This design comes from an exercise in tuning for small area and a short achievable clock period on the open sky130 flow, not from production work.
Function was not checked in any run shown here: the RTL went through the layout flow alone.
Power is estimated from default activity; no workload was simulated.

## flow/design.v (module list and top-level ports; edited modules follow where they fit)
// module mul16_top: 15 lines
// module multiplier: 1538 lines
// module mul_fa: 4 lines
// module mul_ha: 4 lines
module mul16_top(
    input clk,
    input [15:0] a,
    input [15:0] b,
    output reg [31:0] res
);
  // ...
==> flow/run.sh <==
#!/bin/bash
# synth_recipe.tcl (not shown) runs the flow's synth.tcl, then flattens the netlist and writes it again
# the make line also repeats each setting of config.mk as NAME=value (left out here)
make -C /OpenROAD-flow-scripts/flow DESIGN_CONFIG=/design/flow/config.mk WORK_HOME=/design/flow/orfs CLKGATE_MAP_FILE= SYNTH_SCRIPT=/design/flow/synth_recipe.tcl finish
==> flow/config.mk <==
export PLATFORM = sky130hd
export DESIGN_NAME = mul16_top
export DESIGN_NICKNAME = mul16_top
export VERILOG_FILES = /design/flow/design.v
export SDC_FILE = /design/flow/constraint.sdc
export NUM_CORES = 4
export LEC_CHECK = 0
export ABC_CLOCK_PERIOD_IN_PS = 1000
export CAP_MARGIN = 20
export CORE_MARGIN = 2
export CORE_UTILIZATION = 40
export SLEW_MARGIN = 20
export SYNTH_HIERARCHICAL = 1
==> flow/constraint.sdc <==
create_clock -name core_clock -period 22.0 [get_ports {clk}]
set_input_delay 4.4000 -clock core_clock [delete_from_list [all_inputs] [get_ports {clk}]]
set_output_delay 4.4000 -clock core_clock [all_outputs]
set_load 0.01 [all_outputs]
==> impl_metrics.ini, run 1 <==
[status]
status = finished clean

[timing]
hold_violations = 0
layout_setup_ws_ns = 16.20
tightest_slew_ns = 0.7892
rsz0062_at_grt = false

[critical_path]
ff2ff_setup_slack_ns = 16.20
reg2reg_to = res[25]
criticalPathCategory = register to register
cp.depth = 15
cp_slowest_cell = dfxtp_1
crit_start = a_r[8]
cpMostUsedCell = fa_1

[clocking]
clk_latency_ns = 0.35
cts_made_buffers = 9

[synth]
yosysMostFrequentCell = and2_1
synth-seq-area-share = 0.1515
synth-edff-count = 0
syn_area_per_cell_sq_um = 11.66
synth_top_cells_by_area = fa_1 (50%), and2_1 (19%), dfxtp_1 (15%)
synth_top_area_share = 0.4972
synthAdderAreaFrac = 0.5623

[place]
dpl.cell_count = 1029

[global_routing]
busiest_layer = met2
grt_pass1_vias = 6351
grt_use_met3 = 0.03058
grt_max_degree = 17

[floorplan]
num_io_pins = 65

[power]
sw_frac_of_total = 0.4664
power.density_mw_per_mm2 = 142.4
power_w = 0.001363
p_sw_w = 0.0006356
p_comb_w = 0.00103

[min_path]
hold_path.class = register to register
min-delay-start = b_r[0]

[layout]
multi_input_gates = 591
inv_count = 35
seq_share = 0.1339
syn_to_final_growth_pct = 13.18

[route]
top_layer = met4
viasPerCell = 5.120
wl_per_cell_microns = 20.15
ant_nets = 0
==> inputs of run 2 (changes only) <==
--- a/flow/design.v
+++ b/flow/design.v
@@ -869,294 +869,294 @@
   wire G848;
   wire P849;
   wire G850;
   wire P851;
   wire G852;
   wire P853;
   wire G854;
   wire P855;
-  assign pp1 = a[0] & b[0];
-  assign pp2 = a[1] & b[0];
-  assign pp3 = a[2] & b[0];
-  assign pp4 = a[3] & b[0];
-  assign pp5 = a[4] & b[0];
-  assign pp6 = a[5] & b[0];
-  assign pp7 = a[6] & b[0];
-  assign pp8 = a[7] & b[0];
-  assign pp9 = a[8] & b[0];
-  assign pp10 = a[9] & b[0];
-  assign pp11 = a[10] & b[0];
-  assign pp12 = a[11] & b[0];
-  assign pp13 = a[12] & b[0];
-  assign pp14 = a[13] & b[0];
-  assign pp15 = a[14] & b[0];
-  assign pp16 = a[15] & b[0];
-  assign pp17 = a[0] & b[1];
-  assign pp18 = a[1] & b[1];
-  assign pp19 = a[2] & b[1];
-  assign pp20 = a[3] & b[1];
-  assign pp21 = a[4] & b[1];
-  assign pp22 = a[5] & b[1];
-  assign pp23 = a[6] & b[1];
-  assign pp24 = a[7] & b[1];
-  assign pp25 = a[8] & b[1];
-  assign pp26 = a[9] & b[1];
-  assign pp27 = a[10] & b[1];
-  assign pp28 = a[11] & b[1];
-  assign pp29 = a[12] & b[1];
-  assign pp30 = a[13] & b[1];
-  assign pp31 = a[14] & b[1];
-  assign pp32 = a[15] & b[1];
-  assign pp33 = a[0] & b[2];
-  assign pp34 = a[1] & b[2];
-  assign pp35 = a[2] & b[2];
-  assign pp36 = a[3] & b[2];
-  assign pp37 = a[4] & b[2];
-  assign pp38 = a[5] & b[2];
-  assign pp39 = a[6] & b[2];
-  assign pp40 = a[7] & b[2];
-  assign pp41 = a[8] & b[2];
-  assign pp42 = a[9] & b[2];
-  assign pp43 = a[10] & b[2];
-  assign pp44 = a[11] & b[2];
-  assign pp45 = a[12] & b[2];
-  assign pp46 = a[13] & b[2];
-  assign pp47 = a[14] & b[2];
-  assign pp48 = a[15] & b[2];
-  assign pp49 = a[0] & b[3];
-  assign pp50 = a[1] & b[3];
-  assign pp51 = a[2] & b[3];
-  assign pp52 = a[3] & b[3];
-  assign pp53 = a[4] & b[3];
-  assign pp54 = a[5] & b[3];
-  assign pp55 = a[6] & b[3];
-  assign pp56 = a[7] & b[3];
-  assign pp57 = a[8] & b[3];
-  assign pp58 = a[9] & b[3];
-  assign pp59 = a[10] & b[3];
-  assign pp60 = a[11] & b[3];
-  assign pp61 = a[12] & b[3];
-  assign pp62 = a[13] & b[3];
-  assign pp63 = a[14] & b[3];
-  assign pp64 = a[15] & b[3];
-  assign pp65 = a[0] & b[4];
-  assign pp66 = a[1] & b[4];
-  assign pp67 = a[2] & b[4];
-  assign pp68 = a[3] & b[4];
-  assign pp69 = a[4] & b[4];
-  assign pp70 = a[5] & b[4];
-  assign pp71 = a[6] & b[4];
-  assign pp72 = a[7] & b[4];
-  assign pp73 = a[8] & b[4];
-  assign pp74 = a[9] & b[4];
-  assign pp75 = a[10] & b[4];
-  assign pp76 = a[11] & b[4];
-  assign pp77 = a[12] & b[4];
-  assign pp78 = a[13] & b[4];
-  assign pp79 = a[14] & b[4];
-  assign pp80 = a[15] & b[4];
-  assign pp81 = a[0] & b[5];
-  assign pp82 = a[1] & b[5];
-  assign pp83 = a[2] & b[5];
-  assign pp84 = a[3] & b[5];
-  assign pp85 = a[4] & b[5];
-  assign pp86 = a[5] & b[5];
-  assign pp87 = a[6] & b[5];
-  assign pp88 = a[7] & b[5];
-  assign pp89 = a[8] & b[5];
-  assign pp90 = a[9] & b[5];
-  assign pp91 = a[10] & b[5];
-  assign pp92 = a[11] & b[5];
-  assign pp93 = a[12] & b[5];
-  assign pp94 = a[13] & b[5];
-  assign pp95 = a[14] & b[5];
-  assign pp96 = a[15] & b[5];
-  assign pp97 = a[0] & b[6];
-  assign pp98 = a[1] & b[6];
-  assign pp99 = a[2] & b[6];
-  assign pp100 = a[3] & b[6];
-  assign pp101 = a[4] & b[6];
-  assign pp102 = a[5] & b[6];
-  assign pp103 = a[6] & b[6];
-  assign pp104 = a[7] & b[6];
-  assign pp105 = a[8] & b[6];
-  assign pp106 = a[9] & b[6];
-  assign pp107 = a[10] & b[6];
-  assign pp108 = a[11] & b[6];
-  assign pp109 = a[12] & b[6];
-  assign pp110 = a[13] & b[6];
-  assign pp111 = a[14] & b[6];
-  assign pp112 = a[15] & b[6];
-  assign pp113 = a[0] & b[7];
-  assign pp114 = a[1] & b[7];
-  assign pp115 = a[2] & b[7];
-  assign pp116 = a[3] & b[7];
-  assign pp117 = a[4] & b[7];
-  assign pp118 = a[5] & b[7];
-  assign pp119 = a[6] & b[7];
-  assign pp120 = a[7] & b[7];
-  assign pp121 = a[8] & b[7];
-  assign pp122 = a[9] & b[7];
-  assign pp123 = a[10] & b[7];
-  assign pp124 = a[11] & b[7];
-  assign pp125 = a[12] & b[7];
-  assign pp126 = a[13] & b[7];
-  assign pp127 = a[14] & b[7];
-  assign pp128 = a[15] & b[7];
-  assign pp129 = a[0] & b[8];
-  assign pp130 = a[1] & b[8];
-  assign pp131 = a[2] & b[8];
-  assign pp132 = a[3] & b[8];
-  assign pp133 = a[4] & b[8];
-  assign pp134 = a[5] & b[8];
-  assign pp135 = a[6] & b[8];
-  assign pp136 = a[7] & b[8];
-  assign pp137 = a[8] & b[8];
-  assign pp138 = a[9] & b[8];
-  assign pp139 = a[10] & b[8];
-  assign pp140 = a[11] & b[8];
-  assign pp141 = a[12] & b[8];
-  assign pp142 = a[13] & b[8];
-  assign pp143 = a[14] & b[8];
-  assign pp144 = a[15] & b[8];
-  assign pp145 = a[0] & b[9];
-  assign pp146 = a[1] & b[9];
-  assign pp147 = a[2] & b[9];
-  assign pp148 = a[3] & b[9];
-  assign pp149 = a[4] & b[9];
-  assign pp150 = a[5] & b[9];
-  assign pp151 = a[6] & b[9];
-  assign pp152 = a[7] & b[9];
-  assign pp153 = a[8] & b[9];
-  assign pp154 = a[9] & b[9];
-  assign pp155 = a[10] & b[9];
-  assign pp156 = a[11] & b[9];
-  assign pp157 = a[12] & b[9];
-  assign pp158 = a[13] & b[9];
-  assign pp159 = a[14] & b[9];
-  assign pp160 = a[15] & b[9];
-  assign pp161 = a[0] & b[10];
-  assign pp162 = a[1] & b[10];
-  assign pp163 = a[2] & b[10];
-  assign pp164 = a[3] & b[10];
-  assign pp165 = a[4] & b[10];
-  assign pp166 = a[5] & b[10];
-  assign pp167 = a[6] & b[10];
-  assign pp168 = a[7] & b[10];
-  assign pp169 = a[8] & b[10];
-  assign pp170 = a[9] & b[10];
-  assign pp171 = a[10] & b[10];
-  assign pp172 = a[11] & b[10];
-  assign pp173 = a[12] & b[10];
-  assign pp174 = a[13] & b[10];
-  assign pp175 = a[14] & b[10];
-  assign pp176 = a[15] & b[10];
-  assign pp177 = a[0] & b[11];
-  assign pp178 = a[1] & b[11];
-  assign pp179 = a[2] & b[11];
-  assign pp180 = a[3] & b[11];
-  assign pp181 = a[4] & b[11];
-  assign pp182 = a[5] & b[11];
-  assign pp183 = a[6] & b[11];
-  assign pp184 = a[7] & b[11];
-  assign pp185 = a[8] & b[11];
-  assign pp186 = a[9] & b[11];
-  assign pp187 = a[10] & b[11];
-  assign pp188 = a[11] & b[11];
-  assign pp189 = a[12] & b[11];
-  assign pp190 = a[13] & b[11];
-  assign pp191 = a[14] & b[11];
-  assign pp192 = a[15] & b[11];
-  assign pp193 = a[0] & b[12];
-  assign pp194 = a[1] & b[12];
-  assign pp195 = a[2] & b[12];
-  assign pp196 = a[3] & b[12];
-  assign pp197 = a[4] & b[12];
-  assign pp198 = a[5] & b[12];
-  assign pp199 = a[6] & b[12];
-  assign pp200 = a[7] & b[12];
-  assign pp201 = a[8] & b[12];
-  assign pp202 = a[9] & b[12];
-  assign pp203 = a[10] & b[12];
-  assign pp204 = a[11] & b[12];
-  assign pp205 = a[12] & b[12];
-  assign pp206 = a[13] & b[12];
-  assign pp207 = a[14] & b[12];
-  assign pp208 = a[15] & b[12];
-  assign pp209 = a[0] & b[13];
-  assign pp210 = a[1] & b[13];
-  assign pp211 = a[2] & b[13];
-  assign pp212 = a[3] & b[13];
-  assign pp213 = a[4] & b[13];
-  assign pp214 = a[5] & b[13];
-  assign pp215 = a[6] & b[13];
-  assign pp216 = a[7] & b[13];
-  assign pp217 = a[8] & b[13];
-  assign pp218 = a[9] & b[13];
-  assign pp219 = a[10] & b[13];
-  assign pp220 = a[11] & b[13];
-  assign pp221 = a[12] & b[13];
-  assign pp222 = a[13] & b[13];
-  assign pp223 = a[14] & b[13];
-  assign pp224 = a[15] & b[13];
-  assign pp225 = a[0] & b[14];
-  assign pp226 = a[1] & b[14];
-  assign pp227 = a[2] & b[14];
-  assign pp228 = a[3] & b[14];
-  assign pp229 = a[4] & b[14];
-  assign pp230 = a[5] & b[14];
-  assign pp231 = a[6] & b[14];
-  assign pp232 = a[7] & b[14];
-  assign pp233 = a[8] & b[14];
-  assign pp234 = a[9] & b[14];
-  assign pp235 = a[10] & b[14];
-  assign pp236 = a[11] & b[14];
-  assign pp237 = a[12] & b[14];
-  assign pp238 = a[13] & b[14];
-  assign pp239 = a[14] & b[14];
-  assign pp240 = a[15] & b[14];
-  assign pp241 = a[0] & b[15];
-  assign pp242 = a[1] & b[15];
-  assign pp243 = a[2] & b[15];
-  assign pp244 = a[3] & b[15];
-  assign pp245 = a[4] & b[15];
-  assign pp246 = a[5] & b[15];
-  assign pp247 = a[6] & b[15];
-  assign pp248 = a[7] & b[15];
-  assign pp249 = a[8] & b[15];
-  assign pp250 = a[9] & b[15];
-  assign pp251 = a[10] & b[15];
-  assign pp252 = a[11] & b[15];
-  assign pp253 = a[12] & b[15];
-  assign pp254 = a[13] & b[15];
-  assign pp255 = a[14] & b[15];
-  assign pp256 = a[15] & b[15];
-  mul_ha u_s257 (.a(pp104), .b(pp119), .s(s257), .c(c258));
+  assign pp1 = ~(a[0] & b[0]);
+  assign pp2 = ~(a[1] & b[0]);
+  assign pp3 = ~(a[2] & b[0]);
+  assign pp4 = ~(a[3] & b[0]);
+  assign pp5 = ~(a[4] & b[0]);
+  assign pp6 = ~(a[5] & b[0]);
+  assign pp7 = ~(a[6] & b[0]);
+  assign pp8 = ~(a[7] & b[0]);
+  assign pp9 = ~(a[8] & b[0]);
+  assign pp10 = ~(a[9] & b[0]);
+  assign pp11 = ~(a[10] & b[0]);
+  assign pp12 = ~(a[11] & b[0]);
+  assign pp13 = ~(a[12] & b[0]);
+  assign pp14 = ~(a[13] & b[0]);
+  assign pp15 = ~(a[14] & b[0]);
+  assign pp16 = ~(a[15] & b[0]);
+  assign pp17 = ~(a[0] & b[1]);
+  assign pp18 = ~(a[1] & b[1]);
+  assign pp19 = ~(a[2] & b[1]);
+  assign pp20 = ~(a[3] & b[1]);
+  assign pp21 = ~(a[4] & b[1]);
+  assign pp22 = ~(a[5] & b[1]);
+  assign pp23 = ~(a[6] & b[1]);
+  assign pp24 = ~(a[7] & b[1]);
+  assign pp25 = ~(a[8] & b[1]);
+  assign pp26 = ~(a[9] & b[1]);
+  assign pp27 = ~(a[10] & b[1]);
+  assign pp28 = ~(a[11] & b[1]);
+  assign pp29 = ~(a[12] & b[1]);
+  assign pp30 = ~(a[13] & b[1]);
+  assign pp31 = ~(a[14] & b[1]);
+  assign pp32 = ~(a[15] & b[1]);
+  assign pp33 = ~(a[0] & b[2]);
+  assign pp34 = ~(a[1] & b[2]);
+  assign pp35 = ~(a[2] & b[2]);
+  assign pp36 = ~(a[3] & b[2]);
+  assign pp37 = ~(a[4] & b[2]);
+  assign pp38 = ~(a[5] & b[2]);
+  assign pp39 = ~(a[6] & b[2]);
+  assign pp40 = ~(a[7] & b[2]);
+  assign pp41 = ~(a[8] & b[2]);
+  assign pp42 = ~(a[9] & b[2]);
+  assign pp43 = ~(a[10] & b[2]);
+  assign pp44 = ~(a[11] & b[2]);
+  assign pp45 = ~(a[12] & b[2]);
+  assign pp46 = ~(a[13] & b[2]);
+  assign pp47 = ~(a[14] & b[2]);
+  assign pp48 = ~(a[15] & b[2]);
+  assign pp49 = ~(a[0] & b[3]);
+  assign pp50 = ~(a[1] & b[3]);
+  assign pp51 = ~(a[2] & b[3]);
+  assign pp52 = ~(a[3] & b[3]);
+  assign pp53 = ~(a[4] & b[3]);
+  assign pp54 = ~(a[5] & b[3]);
+  assign pp55 = ~(a[6] & b[3]);
+  assign pp56 = ~(a[7] & b[3]);
+  assign pp57 = ~(a[8] & b[3]);
+  assign pp58 = ~(a[9] & b[3]);
+  assign pp59 = ~(a[10] & b[3]);
+  assign pp60 = ~(a[11] & b[3]);
+  assign pp61 = ~(a[12] & b[3]);
+  assign pp62 = ~(a[13] & b[3]);
+  assign pp63 = ~(a[14] & b[3]);
+  assign pp64 = ~(a[15] & b[3]);
+  assign pp65 = ~(a[0] & b[4]);
+  assign pp66 = ~(a[1] & b[4]);
+  assign pp67 = ~(a[2] & b[4]);
+  assign pp68 = ~(a[3] & b[4]);
+  assign pp69 = ~(a[4] & b[4]);
+  assign pp70 = ~(a[5] & b[4]);
+  assign pp71 = ~(a[6] & b[4]);
+  assign pp72 = ~(a[7] & b[4]);
+  assign pp73 = ~(a[8] & b[4]);
+  assign pp74 = ~(a[9] & b[4]);
+  assign pp75 = ~(a[10] & b[4]);
+  assign pp76 = ~(a[11] & b[4]);
+  assign pp77 = ~(a[12] & b[4]);
+  assign pp78 = ~(a[13] & b[4]);
+  assign pp79 = ~(a[14] & b[4]);
+  assign pp80 = ~(a[15] & b[4]);
+  assign pp81 = ~(a[0] & b[5]);
+  assign pp82 = ~(a[1] & b[5]);
+  assign pp83 = ~(a[2] & b[5]);
+  assign pp84 = ~(a[3] & b[5]);
+  assign pp85 = ~(a[4] & b[5]);
+  assign pp86 = ~(a[5] & b[5]);
+  assign pp87 = ~(a[6] & b[5]);
+  assign pp88 = ~(a[7] & b[5]);
+  assign pp89 = ~(a[8] & b[5]);
+  assign pp90 = ~(a[9] & b[5]);
+  assign pp91 = ~(a[10] & b[5]);
+  assign pp92 = ~(a[11] & b[5]);
+  assign pp93 = ~(a[12] & b[5]);
+  assign pp94 = ~(a[13] & b[5]);
+  assign pp95 = ~(a[14] & b[5]);
+  assign pp96 = ~(a[15] & b[5]);
+  assign pp97 = ~(a[0] & b[6]);
+  assign pp98 = ~(a[1] & b[6]);
+  assign pp99 = ~(a[2] & b[6]);
+  assign pp100 = ~(a[3] & b[6]);
+  assign pp101 = ~(a[4] & b[6]);
+  assign pp102 = ~(a[5] & b[6]);
+  assign pp103 = ~(a[6] & b[6]);
+  assign pp104 = ~(a[7] & b[6]);
+  assign pp105 = ~(a[8] & b[6]);
+  assign pp106 = ~(a[9] & b[6]);
+  assign pp107 = ~(a[10] & b[6]);
+  assign pp108 = ~(a[11] & b[6]);
+  assign pp109 = ~(a[12] & b[6]);
+  assign pp110 = ~(a[13] & b[6]);
+  assign pp111 = ~(a[14] & b[6]);
+  assign pp112 = ~(a[15] & b[6]);
+  assign pp113 = ~(a[0] & b[7]);
+  assign pp114 = ~(a[1] & b[7]);
+  assign pp115 = ~(a[2] & b[7]);
+  assign pp116 = ~(a[3] & b[7]);
+  assign pp117 = ~(a[4] & b[7]);
+  assign pp118 = ~(a[5] & b[7]);
+  assign pp119 = ~(a[6] & b[7]);
+  assign pp120 = ~(a[7] & b[7]);
+  assign pp121 = ~(a[8] & b[7]);
+  assign pp122 = ~(a[9] & b[7]);
+  assign pp123 = ~(a[10] & b[7]);
+  assign pp124 = ~(a[11] & b[7]);
+  assign pp125 = ~(a[12] & b[7]);
+  assign pp126 = ~(a[13] & b[7]);
+  assign pp127 = ~(a[14] & b[7]);
+  assign pp128 = ~(a[15] & b[7]);
+  assign pp129 = ~(a[0] & b[8]);
+  assign pp130 = ~(a[1] & b[8]);
+  assign pp131 = ~(a[2] & b[8]);
+  assign pp132 = ~(a[3] & b[8]);
+  assign pp133 = ~(a[4] & b[8]);
+  assign pp134 = ~(a[5] & b[8]);
+  assign pp135 = ~(a[6] & b[8]);
+  assign pp136 = ~(a[7] & b[8]);
+  assign pp137 = ~(a[8] & b[8]);
+  assign pp138 = ~(a[9] & b[8]);
+  assign pp139 = ~(a[10] & b[8]);
+  assign pp140 = ~(a[11] & b[8]);
+  assign pp141 = ~(a[12] & b[8]);
+  assign pp142 = ~(a[13] & b[8]);
+  assign pp143 = ~(a[14] & b[8]);
+  assign pp144 = ~(a[15] & b[8]);
+  assign pp145 = ~(a[0] & b[9]);
+  assign pp146 = ~(a[1] & b[9]);
+  assign pp147 = ~(a[2] & b[9]);
+  assign pp148 = ~(a[3] & b[9]);
+  assign pp149 = ~(a[4] & b[9]);
+  assign pp150 = ~(a[5] & b[9]);
+  assign pp151 = ~(a[6] & b[9]);
+  assign pp152 = ~(a[7] & b[9]);
+  assign pp153 = ~(a[8] & b[9]);
+  assign pp154 = ~(a[9] & b[9]);
+  assign pp155 = ~(a[10] & b[9]);
+  assign pp156 = ~(a[11] & b[9]);
+  assign pp157 = ~(a[12] & b[9]);
+  assign pp158 = ~(a[13] & b[9]);
+  assign pp159 = ~(a[14] & b[9]);
+  assign pp160 = ~(a[15] & b[9]);
+  assign pp161 = ~(a[0] & b[10]);
+  assign pp162 = ~(a[1] & b[10]);
+  assign pp163 = ~(a[2] & b[10]);
+  assign pp164 = ~(a[3] & b[10]);
+  assign pp165 = ~(a[4] & b[10]);
+  assign pp166 = ~(a[5] & b[10]);
+  assign pp167 = ~(a[6] & b[10]);
+  assign pp168 = ~(a[7] & b[10]);
+  assign pp169 = ~(a[8] & b[10]);
+  assign pp170 = ~(a[9] & b[10]);
+  assign pp171 = ~(a[10] & b[10]);
+  assign pp172 = ~(a[11] & b[10]);
+  assign pp173 = ~(a[12] & b[10]);
+  assign pp174 = ~(a[13] & b[10]);
+  assign pp175 = ~(a[14] & b[10]);
+  assign pp176 = ~(a[15] & b[10]);
+  assign pp177 = ~(a[0] & b[11]);
+  assign pp178 = ~(a[1] & b[11]);
+  assign pp179 = ~(a[2] & b[11]);
+  assign pp180 = ~(a[3] & b[11]);
+  assign pp181 = ~(a[4] & b[11]);
+  assign pp182 = ~(a[5] & b[11]);
+  assign pp183 = ~(a[6] & b[11]);
+  assign pp184 = ~(a[7] & b[11]);
+  assign pp185 = ~(a[8] & b[11]);
+  assign pp186 = ~(a[9] & b[11]);
+  assign pp187 = ~(a[10] & b[11]);
+  assign pp188 = ~(a[11] & b[11]);
+  assign pp189 = ~(a[12] & b[11]);
+  assign pp190 = ~(a[13] & b[11]);
+  assign pp191 = ~(a[14] & b[11]);
+  assign pp192 = ~(a[15] & b[11]);
+  assign pp193 = ~(a[0] & b[12]);
+  assign pp194 = ~(a[1] & b[12]);
+  assign pp195 = ~(a[2] & b[12]);
+  assign pp196 = ~(a[3] & b[12]);
+  assign pp197 = ~(a[4] & b[12]);
+  assign pp198 = ~(a[5] & b[12]);
+  assign pp199 = ~(a[6] & b[12]);
+  assign pp200 = ~(a[7] & b[12]);
+  assign pp201 = ~(a[8] & b[12]);
+  assign pp202 = ~(a[9] & b[12]);
+  assign pp203 = ~(a[10] & b[12]);
+  assign pp204 = ~(a[11] & b[12]);
+  assign pp205 = ~(a[12] & b[12]);
+  assign pp206 = ~(a[13] & b[12]);
+  assign pp207 = ~(a[14] & b[12]);
+  assign pp208 = ~(a[15] & b[12]);
+  assign pp209 = ~(a[0] & b[13]);
+  assign pp210 = ~(a[1] & b[13]);
+  assign pp211 = ~(a[2] & b[13]);
+  assign pp212 = ~(a[3] & b[13]);
+  assign pp213 = ~(a[4] & b[13]);
+  assign pp214 = ~(a[5] & b[13]);
+  assign pp215 = ~(a[6] & b[13]);
+  assign pp216 = ~(a[7] & b[13]);
+  assign pp217 = ~(a[8] & b[13]);
+  assign pp218 = ~(a[9] & b[13]);
+  assign pp219 = ~(a[10] & b[13]);
+  assign pp220 = ~(a[11] & b[13]);
+  assign pp221 = ~(a[12] & b[13]);
+  assign pp222 = ~(a[13] & b[13]);
+  assign pp223 = ~(a[14] & b[13]);
+  assign pp224 = ~(a[15] & b[13]);
+  assign pp225 = ~(a[0] & b[14]);
+  assign pp226 = ~(a[1] & b[14]);
+  assign pp227 = ~(a[2] & b[14]);
+  assign pp228 = ~(a[3] & b[14]);
+  assign pp229 = ~(a[4] & b[14]);
+  assign pp230 = ~(a[5] & b[14]);
+  assign pp231 = ~(a[6] & b[14]);
+  assign pp232 = ~(a[7] & b[14]);
+  assign pp233 = ~(a[8] & b[14]);
+  assign pp234 = ~(a[9] & b[14]);
+  assign pp235 = ~(a[10] & b[14]);
+  assign pp236 = ~(a[11] & b[14]);
+  assign pp237 = ~(a[12] & b[14]);
+  assign pp238 = ~(a[13] & b[14]);
+  assign pp239 = ~(a[14] & b[14]);
+  assign pp240 = ~(a[15] & b[14]);
+  assign pp241 = ~(a[0] & b[15]);
+  assign pp242 = ~(a[1] & b[15]);
+  assign pp243 = ~(a[2] & b[15]);
+  assign pp244 = ~(a[3] & b[15]);
+  assign pp245 = ~(a[4] & b[15]);
+  assign pp246 = ~(a[5] & b[15]);
+  assign pp247 = ~(a[6] & b[15]);
+  assign pp248 = ~(a[7] & b[15]);
+  assign pp249 = ~(a[8] & b[15]);
+  assign pp250 = ~(a[9] & b[15]);
+  assign pp251 = ~(a[10] & b[15]);
+  assign pp252 = ~(a[11] & b[15]);
+  assign pp253 = ~(a[12] & b[15]);
+  assign pp254 = ~(a[13] & b[15]);
+  assign pp255 = ~(a[14] & b[15]);
+  assign pp256 = ~(a[15] & b[15]);
+  mul_fa u_s257 (.a(pp104), .b(pp119), .ci(1'b1), .s(s257), .co(c258));
   mul_fa u_s259 (.a(pp105), .b(pp120), .ci(pp135), .s(s259), .co(c260));
-  mul_ha u_s261 (.a(pp15), .b(pp150), .s(s261), .c(c262));
+  mul_fa u_s261 (.a(pp15), .b(pp150), .ci(1'b1), .s(s261), .co(c262));
   mul_fa u_s263 (.a(pp106), .b(pp121), .ci(pp136), .s(s263), .co(c264));
   mul_fa u_s265 (.a(pp151), .b(pp16), .ci(pp166), .s(s265), .co(c266));
-  mul_ha u_s267 (.a(pp181), .b(pp196), .s(s267), .c(c268));
+  mul_fa u_s267 (.a(pp181), .b(pp196), .ci(1'b1), .s(s267), .co(c268));
   mul_fa u_s269 (.a(pp107), .b(pp122), .ci(pp137), .s(s269), .co(c270));
   mul_fa u_s271 (.a(pp152), .b(pp167), .ci(pp182), .s(s271), .co(c272));
-  mul_ha u_s273 (.a(pp197), .b(pp212), .s(s273), .c(c274));
+  mul_fa u_s273 (.a(pp197), .b(pp212), .ci(1'b1), .s(s273), .co(c274));
   mul_fa u_s275 (.a(pp108), .b(pp123), .ci(pp138), .s(s275), .co(c276));
   mul_fa u_s277 (.a(pp153), .b(pp168), .ci(pp183), .s(s277), .co(c278));
   mul_fa u_s279 (.a(pp109), .b(pp124), .ci(pp139), .s(s279), .co(c280));
-  mul_ha u_s281 (.a(pp10), .b(pp100), .s(s281), .c(c282));
+  mul_fa u_s281 (.a(pp10), .b(pp100), .ci(1'b1), .s(s281), .co(c282));
   mul_fa u_s283 (.a(pp101), .b(pp11), .ci(pp116), .s(s283), .co(c284));
-  mul_ha u_s285 (.a(pp131), .b(pp146), .s(s285), .c(c286));
+  mul_fa u_s285 (.a(pp131), .b(pp146), .ci(1'b1), .s(s285), .co(c286));
   mul_fa u_s287 (.a(pp102), .b(pp117), .ci(pp12), .s(s287), .co(c288));
   mul_fa u_s289 (.a(pp132), .b(pp147), .ci(pp162), .s(s289), .co(c290));
-  mul_ha u_s291 (.a(pp177), .b(pp27), .s(s291), .c(c292));
+  mul_fa u_s291 (.a(pp177), .b(pp27), .ci(1'b1), .s(s291), .co(c292));
   mul_fa u_s293 (.a(pp103), .b(pp118), .ci(pp13), .s(s293), .co(c294));
   mul_fa u_s295 (.a(pp133), .b(pp148), .ci(pp163), .s(s295), .co(c296));
   mul_fa u_s297 (.a(pp178), .b(pp193), .ci(pp28), .s(s297), .co(c298));
-  mul_ha u_s299 (.a(pp43), .b(pp58), .s(s299), .c(c300));
+  mul_fa u_s299 (.a(pp43), .b(pp58), .ci(1'b1), .s(s299), .co(c300));
   mul_fa u_s301 (.a(pp134), .b(pp14), .ci(pp149), .s(s301), .co(c302));
   mul_fa u_s303 (.a(pp164), .b(pp179), .ci(pp194), .s(s303), .co(c304));
   mul_fa u_s305 (.a(pp209), .b(pp29), .ci(pp44), .s(s305), .co(c306));
   mul_fa u_s307 (.a(pp59), .b(pp74), .ci(pp89), .s(s307), .co(c308));
   mul_fa u_s309 (.a(pp165), .b(pp180), .ci(pp195), .s(s309), .co(c310));
   mul_fa u_s311 (.a(pp210), .b(pp225), .ci(pp30), .s(s311), .co(c312));
   mul_fa u_s313 (.a(pp45), .b(pp60), .ci(pp75), .s(s313), .co(c314));
   mul_fa u_s315 (.a(pp90), .b(c258), .ci(s261), .s(s315), .co(c316));
@@ -1181,22 +1181,22 @@
   mul_fa u_s353 (.a(pp200), .b(pp215), .ci(pp230), .s(s353), .co(c354));
   mul_fa u_s355 (.a(pp245), .b(pp80), .ci(pp95), .s(s355), .co(c356));
   mul_fa u_s357 (.a(pp111), .b(pp126), .ci(pp141), .s(s357), .co(c358));
   mul_fa u_s359 (.a(pp156), .b(pp171), .ci(pp186), .s(s359), .co(c360));
   mul_fa u_s361 (.a(pp201), .b(pp216), .ci(pp231), .s(s361), .co(c362));
   mul_fa u_s363 (.a(pp112), .b(pp127), .ci(pp142), .s(s363), .co(c364));
   mul_fa u_s365 (.a(pp157), .b(pp172), .ci(pp187), .s(s365), .co(c366));
   mul_fa u_s367 (.a(pp128), .b(pp143), .ci(pp158), .s(s367), .co(c368));
-  mul_ha u_s369 (.a(pp22), .b(pp37), .s(s369), .c(c370));
+  mul_fa u_s369 (.a(pp22), .b(pp37), .ci(1'b1), .s(s369), .co(c370));
   mul_fa u_s371 (.a(pp113), .b(pp23), .ci(pp38), .s(s371), .co(c372));
-  mul_ha u_s373 (.a(pp53), .b(pp68), .s(s373), .c(c374));
+  mul_fa u_s373 (.a(pp53), .b(pp68), .ci(1'b1), .s(s373), .co(c374));
   mul_fa u_s375 (.a(pp114), .b(pp129), .ci(pp24), .s(s375), .co(c376));
   mul_fa u_s377 (.a(pp39), .b(pp54), .ci(pp69), .s(s377), .co(c378));
-  mul_ha u_s379 (.a(pp84), .b(pp9), .s(s379), .c(c380));
+  mul_fa u_s379 (.a(pp84), .b(pp9), .ci(1'b1), .s(s379), .co(c380));
   mul_fa u_s381 (.a(pp115), .b(pp130), .ci(pp145), .s(s381), .co(c382));
   mul_fa u_s383 (.a(pp25), .b(pp40), .ci(pp55), .s(s383), .co(c384));
   mul_fa u_s385 (.a(pp70), .b(pp85), .ci(s281), .s(s385), .co(c386));
   mul_fa u_s387 (.a(pp161), .b(pp26), .ci(pp41), .s(s387), .co(c388));
   mul_fa u_s389 (.a(pp56), .b(pp71), .ci(pp86), .s(s389), .co(c390));
   mul_fa u_s391 (.a(c282), .b(s285), .ci(s283), .s(s391), .co(c392));
   mul_fa u_s393 (.a(pp42), .b(pp57), .ci(pp72), .s(s393), .co(c394));
   mul_fa u_s395 (.a(pp87), .b(c286), .ci(s291), .s(s395), .co(c396));
@@ -1235,19 +1235,19 @@
   mul_fa u_s461 (.a(pp218), .b(pp233), .ci(pp248), .s(s461), .co(c462));
   mul_fa u_s463 (.a(c364), .b(c366), .ci(s367), .s(s463), .co(c464));
   mul_fa u_s465 (.a(pp144), .b(pp159), .ci(pp174), .s(s465), .co(c466));
   mul_fa u_s467 (.a(pp189), .b(pp204), .ci(pp219), .s(s467), .co(c468));
   mul_fa u_s469 (.a(pp234), .b(pp249), .ci(c368), .s(s469), .co(c470));
   mul_fa u_s471 (.a(pp160), .b(pp175), .ci(pp190), .s(s471), .co(c472));
   mul_fa u_s473 (.a(pp205), .b(pp220), .ci(pp235), .s(s473), .co(c474));
   mul_fa u_s475 (.a(pp176), .b(pp191), .ci(pp206), .s(s475), .co(c476));
-  mul_ha u_s477 (.a(pp20), .b(pp35), .s(s477), .c(c478));
+  mul_fa u_s477 (.a(pp20), .b(pp35), .ci(1'b1), .s(s477), .co(c478));
   mul_fa u_s479 (.a(pp21), .b(pp36), .ci(pp51), .s(s479), .co(c480));
-  mul_ha u_s481 (.a(pp6), .b(pp66), .s(s481), .c(c482));
+  mul_fa u_s481 (.a(pp6), .b(pp66), .ci(1'b1), .s(s481), .co(c482));
   mul_fa u_s483 (.a(pp52), .b(pp67), .ci(pp7), .s(s483), .co(c484));
   mul_fa u_s485 (.a(pp82), .b(pp97), .ci(s369), .s(s485), .co(c486));
   mul_fa u_s487 (.a(pp8), .b(pp83), .ci(pp98), .s(s487), .co(c488));
   mul_fa u_s489 (.a(c370), .b(s373), .ci(s371), .s(s489), .co(c490));
   mul_fa u_s491 (.a(pp99), .b(c374), .ci(s379), .s(s491), .co(c492));
   mul_fa u_s493 (.a(c372), .b(s375), .ci(s377), .s(s493), .co(c494));
   mul_fa u_s495 (.a(c380), .b(c376), .ci(c378), .s(s495), .co(c496));
   mul_fa u_s497 (.a(s381), .b(s383), .ci(s385), .s(s497), .co(c498));
@@ -1281,17 +1281,17 @@
   mul_fa u_s553 (.a(s467), .b(c464), .ci(s469), .s(s553), .co(c554));
   mul_fa u_s555 (.a(pp250), .b(c466), .ci(c468), .s(s555), .co(c556));
   mul_fa u_s557 (.a(s471), .b(s473), .ci(c470), .s(s557), .co(c558));
   mul_fa u_s559 (.a(pp221), .b(pp236), .ci(pp251), .s(s559), .co(c560));
   mul_fa u_s561 (.a(c472), .b(c474), .ci(s475), .s(s561), .co(c562));
   mul_fa u_s563 (.a(pp192), .b(pp207), .ci(pp222), .s(s563), .co(c564));
   mul_fa u_s565 (.a(pp237), .b(pp252), .ci(c476), .s(s565), .co(c566));
   mul_fa u_s567 (.a(pp208), .b(pp223), .ci(pp238), .s(s567), .co(c568));
-  mul_ha u_s569 (.a(pp19), .b(pp34), .s(s569), .c(c570));
+  mul_fa u_s569 (.a(pp19), .b(pp34), .ci(1'b1), .s(s569), .co(c570));
   mul_fa u_s571 (.a(pp5), .b(pp50), .ci(pp65), .s(s571), .co(c572));
   mul_fa u_s573 (.a(pp81), .b(c478), .ci(s481), .s(s573), .co(c574));
   mul_fa u_s575 (.a(c482), .b(c480), .ci(s483), .s(s575), .co(c576));
   mul_fa u_s577 (.a(c484), .b(s487), .ci(c486), .s(s577), .co(c578));
   mul_fa u_s579 (.a(c488), .b(s491), .ci(c490), .s(s579), .co(c580));
   mul_fa u_s581 (.a(c492), .b(c494), .ci(s495), .s(s581), .co(c582));
   mul_fa u_s583 (.a(c496), .b(s499), .ci(c498), .s(s583), .co(c584));
   mul_fa u_s585 (.a(c500), .b(s503), .ci(c502), .s(s585), .co(c586));
@@ -1307,17 +1307,17 @@
   mul_fa u_s605 (.a(c540), .b(s543), .ci(s545), .s(s605), .co(c606));
   mul_fa u_s607 (.a(s547), .b(c544), .ci(c546), .s(s607), .co(c608));
   mul_fa u_s609 (.a(c548), .b(s551), .ci(c550), .s(s609), .co(c610));
   mul_fa u_s611 (.a(c552), .b(s555), .ci(s557), .s(s611), .co(c612));
   mul_fa u_s613 (.a(s559), .b(c556), .ci(s561), .s(s613), .co(c614));
   mul_fa u_s615 (.a(c560), .b(s563), .ci(c562), .s(s615), .co(c616));
   mul_fa u_s617 (.a(pp253), .b(c564), .ci(s567), .s(s617), .co(c618));
   mul_fa u_s619 (.a(pp224), .b(pp239), .ci(pp254), .s(s619), .co(c620));
-  mul_ha u_s621 (.a(pp18), .b(pp3), .s(s621), .c(c622));
+  mul_fa u_s621 (.a(pp18), .b(pp3), .ci(1'b1), .s(s621), .co(c622));
   mul_fa u_s623 (.a(pp4), .b(pp49), .ci(s569), .s(s623), .co(c624));
   mul_fa u_s625 (.a(c570), .b(s477), .ci(s571), .s(s625), .co(c626));
   mul_fa u_s627 (.a(c572), .b(s479), .ci(s573), .s(s627), .co(c628));
   mul_fa u_s629 (.a(c574), .b(s485), .ci(s575), .s(s629), .co(c630));
   mul_fa u_s631 (.a(c576), .b(s489), .ci(s577), .s(s631), .co(c632));
   mul_fa u_s633 (.a(s493), .b(c578), .ci(s579), .s(s633), .co(c634));
   mul_fa u_s635 (.a(s497), .b(c580), .ci(s581), .s(s635), .co(c636));
   mul_fa u_s637 (.a(c582), .b(s501), .ci(s583), .s(s637), .co(c638));
@@ -1335,18 +1335,18 @@
   mul_fa u_s661 (.a(s549), .b(c606), .ci(s607), .s(s661), .co(c662));
   mul_fa u_s663 (.a(s553), .b(c608), .ci(s609), .s(s663), .co(c664));
   mul_fa u_s665 (.a(c554), .b(s611), .ci(c610), .s(s665), .co(c666));
   mul_fa u_s667 (.a(c558), .b(s613), .ci(c612), .s(s667), .co(c668));
   mul_fa u_s669 (.a(s565), .b(c614), .ci(s615), .s(s669), .co(c670));
   mul_fa u_s671 (.a(c566), .b(s617), .ci(c616), .s(s671), .co(c672));
   mul_fa u_s673 (.a(c568), .b(s619), .ci(c618), .s(s673), .co(c674));
   mul_fa u_s675 (.a(pp240), .b(pp255), .ci(c620), .s(s675), .co(c676));
-  assign g677 = pp1 & 1'b0;
-  assign p678 = pp1 ^ 1'b0;
+  assign g677 = pp1 & 1'b1;
+  assign p678 = pp1 ^ 1'b1;
   assign g679 = pp17 & pp2;
   assign p680 = pp17 ^ pp2;
   assign g681 = pp33 & s621;
   assign p682 = pp33 ^ s621;
   assign g683 = c622 & s623;
   assign p684 = c622 ^ s623;
   assign g685 = c624 & s625;
   assign p686 = c624 ^ s625;
@@ -1397,19 +1397,19 @@
   assign g731 = s671 & c670;
   assign p732 = s671 ^ c670;
   assign g733 = s673 & c672;
   assign p734 = s673 ^ c672;
   assign g735 = s675 & c674;
   assign p736 = s675 ^ c674;
   assign g737 = pp256 & c676;
   assign p738 = pp256 ^ c676;
-  assign g739 = 1'b0 & 1'b0;
-  assign p740 = 1'b0 ^ 1'b0;
-  assign g741 = g677 | (p678 & 1'b0);
+  assign g739 = 1'b1 & 1'b1;
+  assign p740 = 1'b1 ^ 1'b1;
+  assign g741 = g677 | (p678 & 1'b1);
   assign G742 = g679 | (p680 & g741);
   assign P743 = p680 & p678;
   assign G744 = g683 | (p684 & g681);
   assign P745 = p684 & p682;
   assign G746 = g687 | (p688 & g685);
   assign P747 = p688 & p686;
   assign G748 = g691 | (p692 & g689);
   assign P749 = p692 & p690;
@@ -1514,49 +1514,45 @@
   assign G848 = g725 | (p726 & G804);
   assign P849 = p726 & P805;
   assign G850 = g729 | (p730 & G822);
   assign P851 = p730 & P823;
   assign G852 = g733 | (p734 & G810);
   assign P853 = p734 & P811;
   assign G854 = g737 | (p738 & G824);
   assign P855 = p738 & P825;
-  assign res[0] = (p678 ^ 1'b0);
-  assign res[1] = (p680 ^ g741);
-  assign res[2] = (p682 ^ G742);
-  assign res[3] = (p684 ^ G826);
-  assign res[4] = (p686 ^ G774);
-  assign res[5] = (p688 ^ G828);
-  assign res[6] = (p690 ^ G812);
-  assign res[7] = (p692 ^ G830);
-  assign res[8] = (p694 ^ G790);
-  assign res[9] = (p696 ^ G832);
-  assign res[10] = (p698 ^ G814);
-  assign res[11] = (p700 ^ G834);
-  assign res[12] = (p702 ^ G806);
-  assign res[13] = (p704 ^ G836);
-  assign res[14] = (p706 ^ G816);
-  assign res[15] = (p708 ^ G838);
-  assign res[16] = (p710 ^ G798);
-  assign res[17] = (p712 ^ G840);
-  assign res[18] = (p714 ^ G818);
-  assign res[19] = (p716 ^ G842);
-  assign res[20] = (p718 ^ G808);
-  assign res[21] = (p720 ^ G844);
-  assign res[22] = (p722 ^ G820);
-  assign res[23] = (p724 ^ G846);
-  assign res[24] = (p726 ^ G804);
-  assign res[25] = (p728 ^ G848);
-  assign res[26] = (p730 ^ G822);
-  assign res[27] = (p732 ^ G850);
-  assign res[28] = (p734 ^ G810);
-  assign res[29] = (p736 ^ G852);
-  assign res[30] = (p738 ^ G824);
-  assign res[31] = (p740 ^ G854);
+  assign res[0] = ~(p678 ^ 1'b1);
+  assign res[1] = ~(p680 ^ g741);
+  assign res[2] = ~(p682 ^ G742);
+  assign res[3] = ~(p684 ^ G826);
+  assign res[4] = ~(p686 ^ G774);
+  assign res[5] = ~(p688 ^ G828);
+  assign res[6] = ~(p690 ^ G812);
+  assign res[7] = ~(p692 ^ G830);
+  assign res[8] = ~(p694 ^ G790);
+  assign res[9] = ~(p696 ^ G832);
+  assign res[10] = ~(p698 ^ G814);
+  assign res[11] = ~(p700 ^ G834);
+  assign res[12] = ~(p702 ^ G806);
+  assign res[13] = ~(p704 ^ G836);
+  assign res[14] = ~(p706 ^ G816);
+  assign res[15] = ~(p708 ^ G838);
+  assign res[16] = ~(p710 ^ G798);
+  assign res[17] = ~(p712 ^ G840);
+  assign res[18] = ~(p714 ^ G818);
+  assign res[19] = ~(p716 ^ G842);
+  assign res[20] = ~(p718 ^ G808);
+  assign res[21] = ~(p720 ^ G844);
+  assign res[22] = ~(p722 ^ G820);
+  assign res[23] = ~(p724 ^ G846);
+  assign res[24] = ~(p726 ^ G804);
+  assign res[25] = ~(p728 ^ G848);
+  assign res[26] = ~(p730 ^ G822);
+  assign res[27] = ~(p732 ^ G850);
+  assign res[28] = ~(p734 ^ G810);
+  assign res[29] = ~(p736 ^ G852);
+  assign res[30] = ~(p738 ^ G824);
+  assign res[31] = ~(p740 ^ G854);
 endmodule
 module mul_fa(input a, input b, input ci, output s, output co);
   assign s = a ^ b ^ ci;
   assign co = (a & b) | (a & ci) | (b & ci);
 endmodule
-module mul_ha(input a, input b, output s, output c);
-  assign s = a ^ b;
-  assign c = a & b;
-endmodule
==> flow/config.mk (replaced) <==
export PLATFORM = sky130hd
export DESIGN_NAME = mul16_top
export DESIGN_NICKNAME = mul16_top
export VERILOG_FILES = /design/flow/design.v
export SDC_FILE = /design/flow/constraint.sdc
export NUM_CORES = 4
export LEC_CHECK = 0
export CAP_MARGIN = 20
export CORE_MARGIN = 2
export CORE_UTILIZATION = 40
export SLEW_MARGIN = 20
export SYNTH_HIERARCHICAL = 1
==> run 2 against run 1 <==
Against the previous run: worst hold slack worse by 0.034 ns; utilization grew 0.74 points; global-route usage shrank 1.2 points; synthesized cell count increased by 2.6%; clock power increased by 7%; first-iteration DRC count up 31%; cell area is 5.0% lower; largest cell class unchanged.
==> impl_metrics.ini, run 2 <==
[timing]
tightest_slew_ns = 0.8272
setup_viol = 0
slew_viol_final = 0
relSlewSlack = 0.4478
period_share = 0.2748
finClkSkew_ns = 0.01058
clock.fmax_mhz = 165.4
rsz0062_at_grt = false
fin_setup_tns_ns = 0
hold_violations = 0
finalCriticalPeriod_ns = 6.046

[synth]
ys_seq_elements = 64
synth_area_sq_mm = 0.008009
syn_area_per_cell_sq_um = 10.76
synth_top_area_cell = fa_1
synth_top_cells_by_count = nand2_1 (264), fa_1 (225), dfxtp_1 (64)
syn_inst = 744
yosysWarnings = 7
ys.flop_type = dfxtp_1
yosysUniqueCellTypes = 35
synth_top_area_share = 0.5624
synthArstFlopShare = 0
synth_top_cells_by_area = fa_1 (56%), dfxtp_1 (16%), nand2_1 (12%)
synth-edff-count = 0
synth-seq-area-share = 0.1600
yosysMostFrequentCell = nand2_1

[place]
gp_congestion = 0.8800
dpl.hpwl_microns = 15210
io_buffers = 64
dpl.cell_count = 1025

[min_path]
hold_path.class = register to register

[critical_path]
cp_slowest_cell = dfxtp_1
ff2ff_setup_slack_ns = 15.95
cp-endpoint = res[30]
timing.rr.start = b_r[6]
reg2reg_to = res[30]
r2r_cells = 15
cp_cell_sequence = nand2_1 > fa_1 > fa_1 > fa_1 > fa_1 > fa_1 > fa_1 > ha_1 > and4_2 > a221oi_2 > a21bo_4 > o31ai_4 > o31ai_1 > fa_1 > inv_1
required_ns = 22.25
crit_start = b_r[6]
start_kind = register
cpMostUsedCell = fa_1
critPathCaptureType = register
slowest_delay_ns = 0.78
arrival_ns = 6.29
path_max_fanout = 16
criticalPathCategory = register to register

[run]
maxCapViolations = 0

[floorplan]
dieWidth_microns = 145.5
std_cell_rows = 51
num_io_pins = 65
die_height_microns = 145.5
coreArea_sq_mm = 0.01953
die_area_sq_mm = 0.02117
start_util = 0.4102

[clocking]
cts_made_buffers = 9
postCtsHoldBufs = 0
cts_root_buffer = clkbuf_16
cts_resized = 0
post_cts_buffers = 0
clk_latency_ns = 0.35
clkTransAtPathRegs_ns = 0.06
cts_tree = yes
cts.path.max_buffers = 2
cts_sinks = 64
htree_num_levels = 3

[global_routing]
busiest_layer = met2
grt_overflow_total = 0
antenna_found_initial = 0
grt_use_met2 = 0.3280
grt_use_met3 = 0.04044
grt_pass1_vias = 5848
grt_max_degree = 17
grt_pass1_wl_microns = 31500
grtUsageTotal = 0.1942
met1_usage = 0.2437

[power]
sw_frac_of_total = 0.4757
power_w = 0.001570
p_int_w = 0.0008228
pwr-share-clk = 0.094
p_leak_nw = 3.396
ir_drop_v = 0.0001634
p_sw_w = 0.0007467
power_frac_comb = 0.779
seqPwrFrac = 0.127
power.density_mw_per_mm2 = 172.6

[route]
vias = 5318
dr.pass1.iters = 5
wl_microns = 19410
drcViolationCount = 0
viasPerCell = 5.109
ant_nets = 0
wl_per_cell_microns = 18.64
initialDrtViolationCount = 280

[layout]
syn_to_final_growth_pct = 13.51
utilization = 0.4656
layout_common_cells = nand2_1 (264), fa_1 (225), dfxtp_1 (64), clkdlybuf4s50_1 (64), ha_1 (29)
drive_gt1_frac = 0.03093
insertedDiodeCount = 0
largest_register_ffs = 32
stdcell_count = 1041
final_nets = 1058
final_common_cell = nand2_1
top_register = res
reg.largest.list = res: 32 flops, a_r: 16 flops, b_r: 16 flops

[status]
status = finished clean
run 2: metrics by stage:
stage | hold slack [ns] | setup slack [ns] | instance area (sq um)
after floorplan | 0.6224 | 16.40 | 8061
after global placement | 0.7513 | 16.10 | 8793
after detailed placement | 0.7516 | 15.97 | 8793
after CTS | 0.7607 | 15.93 | 9091
after global routing | 0.8105 | 15.73 | 9091
final | 0.7627 | 15.95 | 9091
run 2: cells by family (layout without fill, tap and decap cells):
kind of cell	Yosys count	after routing	synth area share
fa+ha+maj	254	254	0.6077
other cells	1	15	0.0004682
xor+xnor	14	14	0.01531
simple gates	281	281	0.1354
compound gates	40	40	0.03796
flops	64	64	0.1600
buf+inv	90	108	0.04312
run 2: worst min-delay path by stage:
| stage | start | endpoint | depth (start not counted) |
|---|---|---|---|
| 2_1_floorplan | a_r[0] | res[0] | 2 |
| 3_3_place_gp | b_r[0] | res[0] | 1 |
| 3_5_place_dp | b_r[0] | res[0] | 1 |
| 4_1_cts | b_r[0] | res[0] | 1 |
| 5_1_grt | b_r[0] | res[0] | 1 |
| 6_report | b_r[0] | res[0] | 1 |
run 2: modules after synthesis, one instance, submodules excluded:
| module | cell area (sq um) | times used |
|---|---|---|
| mul_fa | 20.02 | 210 |
| mul16_top | 1281 | 1 |
| multiplier | 2524 | 1 |
run 2: layer usage:
layer  vias to the layer above  wire length, microns
li1                       2280                     -
met1                      2749                  7457
met2                       224                  9957
met3                        65                  1141
met4                         0                   849
met5                         -                     0
run 2: power groups by stage:
stage / Combinational (W) / Clock [W] / Sequential, W
2_1_floorplan: 0.000932 / 0 / 0.000200
3_3_place_gp: 0.00123 / 0 / 0.000202
3_5_place_dp: 0.00124 / 0 / 0.000202
4_1_cts: 0.00125 / 0.000152 / 0.000200
5_1_grt: 0.00140 / 0.000155 / 0.000204
6_report: 0.00122 / 0.000147 / 0.000199
run 2: cell type report:
cell class,instances,area (sq um)
clock buffers,9,225.2
clock inverters,7,72.57
inverters,28,105.1
fillers,1892,10440
flip-flops and latches,64,1281
well taps,265,331.6
repair buffers,64,640.6
multi-input cells,604,6435
run 2: worst max-delay path: cells and delay by family (launching register included):
| family | cells | cell delay, ns |
|---|---|---|
| buffers and inverters | 1 | 0.04 |
| flip-flops | 1 | 0.78 |
| AND/OR/NAND/NOR | 2 | 0.41 |
| AO/OA/AOI/OAI | 4 | 1.03 |
| adder cells (fa/ha/maj) | 8 | 3.67 |
==> inputs of run 3 (changes only) <==
==> flow/flow/run.sh (new file) <==
#!/bin/bash
# Own layout flow: the standard ORFS flow (standard.sh), with
#  - port buffers of a small, fast buffer cell instead of the default delay buffer,
#  - clock tree built from one buffer type and without dummy loads.
#  - timing repair aiming for setup slack above a margin, so that the design is sized for
#    the period it can reach rather than left at minimum size by the loose clock.
# Every tool's output goes to standard.log here; ORFS keeps per-step logs in orfs/logs.
set -euo pipefail
cd "$(dirname "$0")/.."
export BUFFER_PORTS_ARGS="-buffer_cell sky130_fd_sc_hd__buf_1"
export CTS_ARGS="-sink_clustering_enable -repair_clock_nets -dont_use_dummy_load -buf_list sky130_fd_sc_hd__clkbuf_8"
export SETUP_SLACK_MARGIN=16.7
bash standard.sh > standard.log 2>&1
==> flow/standard.sh (new file) <==
#!/bin/bash
# synth_recipe.tcl (not shown) runs the flow's synth.tcl, then flattens the netlist and writes it again
# the make line also repeats each setting of config.mk as NAME=value (left out here)
make -C /OpenROAD-flow-scripts/flow DESIGN_CONFIG=/design/flow/config.mk WORK_HOME=/design/flow/orfs CLKGATE_MAP_FILE= SYNTH_SCRIPT=/design/flow/synth_recipe.tcl "${@:-finish}"
removed: flow/run.sh
==> run 3 against run 2 <==
Against the previous run: utilization up 0.60 points; power rose by 5.7%; first-iteration DRC count rose by 54%; still clean on timing, DRC and antenna; clock skew increased by 0.0099 ns; combinational power rose by 14%; critical endpoint unchanged.
==> impl_metrics.ini, run 3 <==
[route]
drcViolationCount = 0
ant_nets = 0
viasPerCell = 5.088
vias = 5551
initialDrtViolationCount = 431
wl_per_cell_microns = 18.97
dr.pass1.iters = 5
wl_microns = 20700

[power]
sw_frac_of_total = 0.4916
pwr-share-clk = 0.049
p_leak_nw = 3.446
p_sw_w = 0.0008160
power.density_mw_per_mm2 = 180.2
p_int_w = 0.0008437
ir_drop_v = 0.0001807
power_frac_comb = 0.835
seqPwrFrac = 0.115

[layout]
syn_to_final_growth_pct = 14.98
drive_gt1_frac = 0.1610
final_nets = 1115
final_common_cell = nand2_1
layout_common_cells = nand2_1 (262), fa_1 (215), buf_1 (62)
top_register = res
nFillCells = 1879
stdcell_count = 1091
insertedDiodeCount = 0
utilization = 0.4716
largest_register_ffs = 32
reg.largest.list = res: 32 flops, a_r: 16 flops, b_r: 16 flops

[synth]
synthArstFlopShare = 0
ys.flop_type = dfxtp_1
synth_top_cells_by_area = fa_1 (56%), dfxtp_1 (16%), nand2_1 (12%)
synth-edff-count = 0
yosysWarnings = 7
synth_top_area_cell = fa_1
syn_inst = 744
ys_seq_elements = 64
yosysMostFrequentCell = nand2_1
yosysUniqueCellTypes = 35
synth_area_sq_mm = 0.008009
synth_top_area_share = 0.5624
synth_top_cells_by_count = nand2_1 (264), fa_1 (225), dfxtp_1 (64)
syn_area_per_cell_sq_um = 10.76
synth-seq-area-share = 0.1600

[global_routing]
grt_max_degree = 17
grt_overflow_total = 0
antenna_found_initial = 0
grtUsageTotal = 0.2078
grt_pass1_vias = 6233
grt_pass1_wl_microns = 33770

[clocking]
clkTransAtPathRegs_ns = 0.08
cts_made_buffers = 9
cts_tree = yes
clk_latency_ns = 0.38
cts_root_buffer = clkbuf_8
postCtsHoldBufs = 0
htree_num_levels = 3
cts.path.max_buffers = 2
cts_sinks = 64

[floorplan]
std_cell_rows = 51
start_util = 0.4102
dieWidth_microns = 145.5
num_io_pins = 65
die_height_microns = 145.5
coreArea_sq_mm = 0.01953
die_area_sq_mm = 0.02117

[critical_path]
start_kind = register
slowest_delay_ns = 0.53
cpMostUsedCell = fa_1
timing.rr.start = b_r[6]
cp_cell_sequence = buf_4 > nand2_1 > fa_1 > fa_1 > fa_1 > fa_1 > fa_1 > ha_4 > a21o_1 > a21o_1 > a221oi_2 > a21bo_4 > o31ai_4 > buf_6 > o31ai_4 > fa_1 > inv_1
criticalPathCategory = register to register
cp_slowest_cell = fa_1
critPathCaptureType = register
arrival_ns = 5.54
required_ns = 22.28
crit_start = b_r[6]
path_max_fanout = 8

[place]
io_buffers = 64
dpl.cell_count = 1025
dpl.hpwl_microns = 15050
gp_congestion = 0.8364

[timing]
finalCriticalPeriod_ns = 5.262
hold_violations = 0
rsz0062_at_grt = true
finClkSkew_ns = 0.02044
period_share = 0.2392
setup_viol = 0
slew_viol_final = 0
clock.fmax_mhz = 190.1
fin_setup_tns_ns = 0

[min_path]
hold_path.class = register to register
min-delay-start = a_r[0]

[run]
maxCapViolations = 0

[status]
status = finished clean
[run 3: cell counts after synthesis]
Identical to the previous run, type by type.
[run 3: logic make-up (layout without fill, tap and decap cells)]
group,after synthesis,count (layout),synth area share
AOI/OAI and AO/OA,40,40,0.03796
xor gates and xnor gates,14,14,0.01531
adders and majority gates,254,254,0.6077
buffers and inverters,90,158,0.04312
DFF,64,64,0.1600
other,1,15,0.0004682
and+or+nand+nor,281,281,0.1354
[run 3: timing repair]
| item | 4_1_cts | 5_1_grt |
|---|---|---|
| endpoints found under the setup margin | 16 | 10 |
| pin swaps | 9 | 4 |
| gates resized for setup | 77 | 14 |
| buffers inserted | 51 | 6 |
[run 3: area by class of cell]
class / instances / area [sq um] / area share
Clock buffer: 9 / 123.9 / 0.01345
Inverter: 28 / 105.1 / 0.01141
Multi-Input combinational cell: 604 / 6565 / 0.7129
Sequential cell: 64 / 1396 / 0.1516
Tap cell: 265 / 331.6 / 0.03601
Timing Repair Buffer: 121 / 686.9 / 0.07459
[run 3: worst paths after layout]
kind	end	slack (ns)	cells after the start
hold / removal	res[0]	0.63	1
setup / recovery	res[30]	16.74	17
setup reg to reg	res[30]	16.74	17
hold reg to reg	res[0]	0.63	1
[run 3: per-module statistics from Yosys (local to each module, per instance)]
module	copies in the design	cell area, sq um	flops+latches
multiplier	1	2524	0
mul16_top	1	1281	64
mul_fa	210	20.02	0
[run 3: metal layers]
metal	part of all wire	up-vias	GRT usage
met2	0.52	207	0.3604
met4	0.024	0	0.06127
met1	0.39	2921	0.2654
met5	0	-	0
met3	0.060	37	0.04107
li1	-	2386	-
[run 3: critical path: cells and delay by family (launching register included)]
kind | cells | cell delay (ns)
AOI/OAI and AO/OA | 6 | 1.15
and+or+nand+nor | 1 | 0.09
buffers and inverters | 3 | 0.37
DFF | 1 | 0.39
adders and majority gates | 7 | 3.16
[run 3: power by group through the flow]
stage	Clock, W	Combinational [W]	Sequential [W]
2_1_floorplan	0	0.000947	0.000200
3_3_place_gp	0	0.00122	0.000201
3_5_place_dp	0	0.00123	0.000201
4_1_cts	0.0000875	0.00134	0.000192
5_1_grt	0.0000906	0.00159	0.000195
6_report	0.0000819	0.00139	0.000192
[run 3: through the flow]
stage	worst slack (ns)	hold WS (ns)	cell area (sq um)	total power, W
final	16.74	0.6320	9209	0.001660
after global routing	16.54	0.6356	9209	0.001876
after CTS	16.65	0.6328	9114	0.001625
after detailed placement	16.03	0.8034	8408	0.001436
after global placement	16.12	0.8158	8408	0.001418
after floorplan	16.70	0.6224	8175	0.001147

-- static timing again, ports no longer ideal --
How much do the figures lean on ideal ports? The routed layouts below were timed once more, with nothing changed but the port constraints.
Step 1: set_driving_cell puts a clkbuf_16 on clk and a buf_2 on each other input, an assumption about the parent block.
Step 2 times the ports against the registers' clock, not the clock port: input delays grow and output delays shrink by t, the midpoint of the rising clock arrivals with the driver on.
Slacks: ideal ports / drivers / drivers and shift; pairs: ideal ports / drivers.
run | t (ns) | setup slack, ns | hold WS [ns] | worst data-port slew with drivers (ns) | pins driven straight from the clock port
run 1 | 0.386 | 16.200 / 16.200 / 16.200 | 0.797 / 0.797 / 0.797 | 0.04 | 1
run 2 | 0.386 | 15.954 / 15.954 / 15.954 | 0.763 / 0.763 / 0.763 | 0.04 | 1
run 3 | 0.404 | 16.738 / 16.717 / 16.738 | 0.632 / 0.632 / 0.632 | 0.03 | 1
After both steps setup and hold are still met in every run listed.
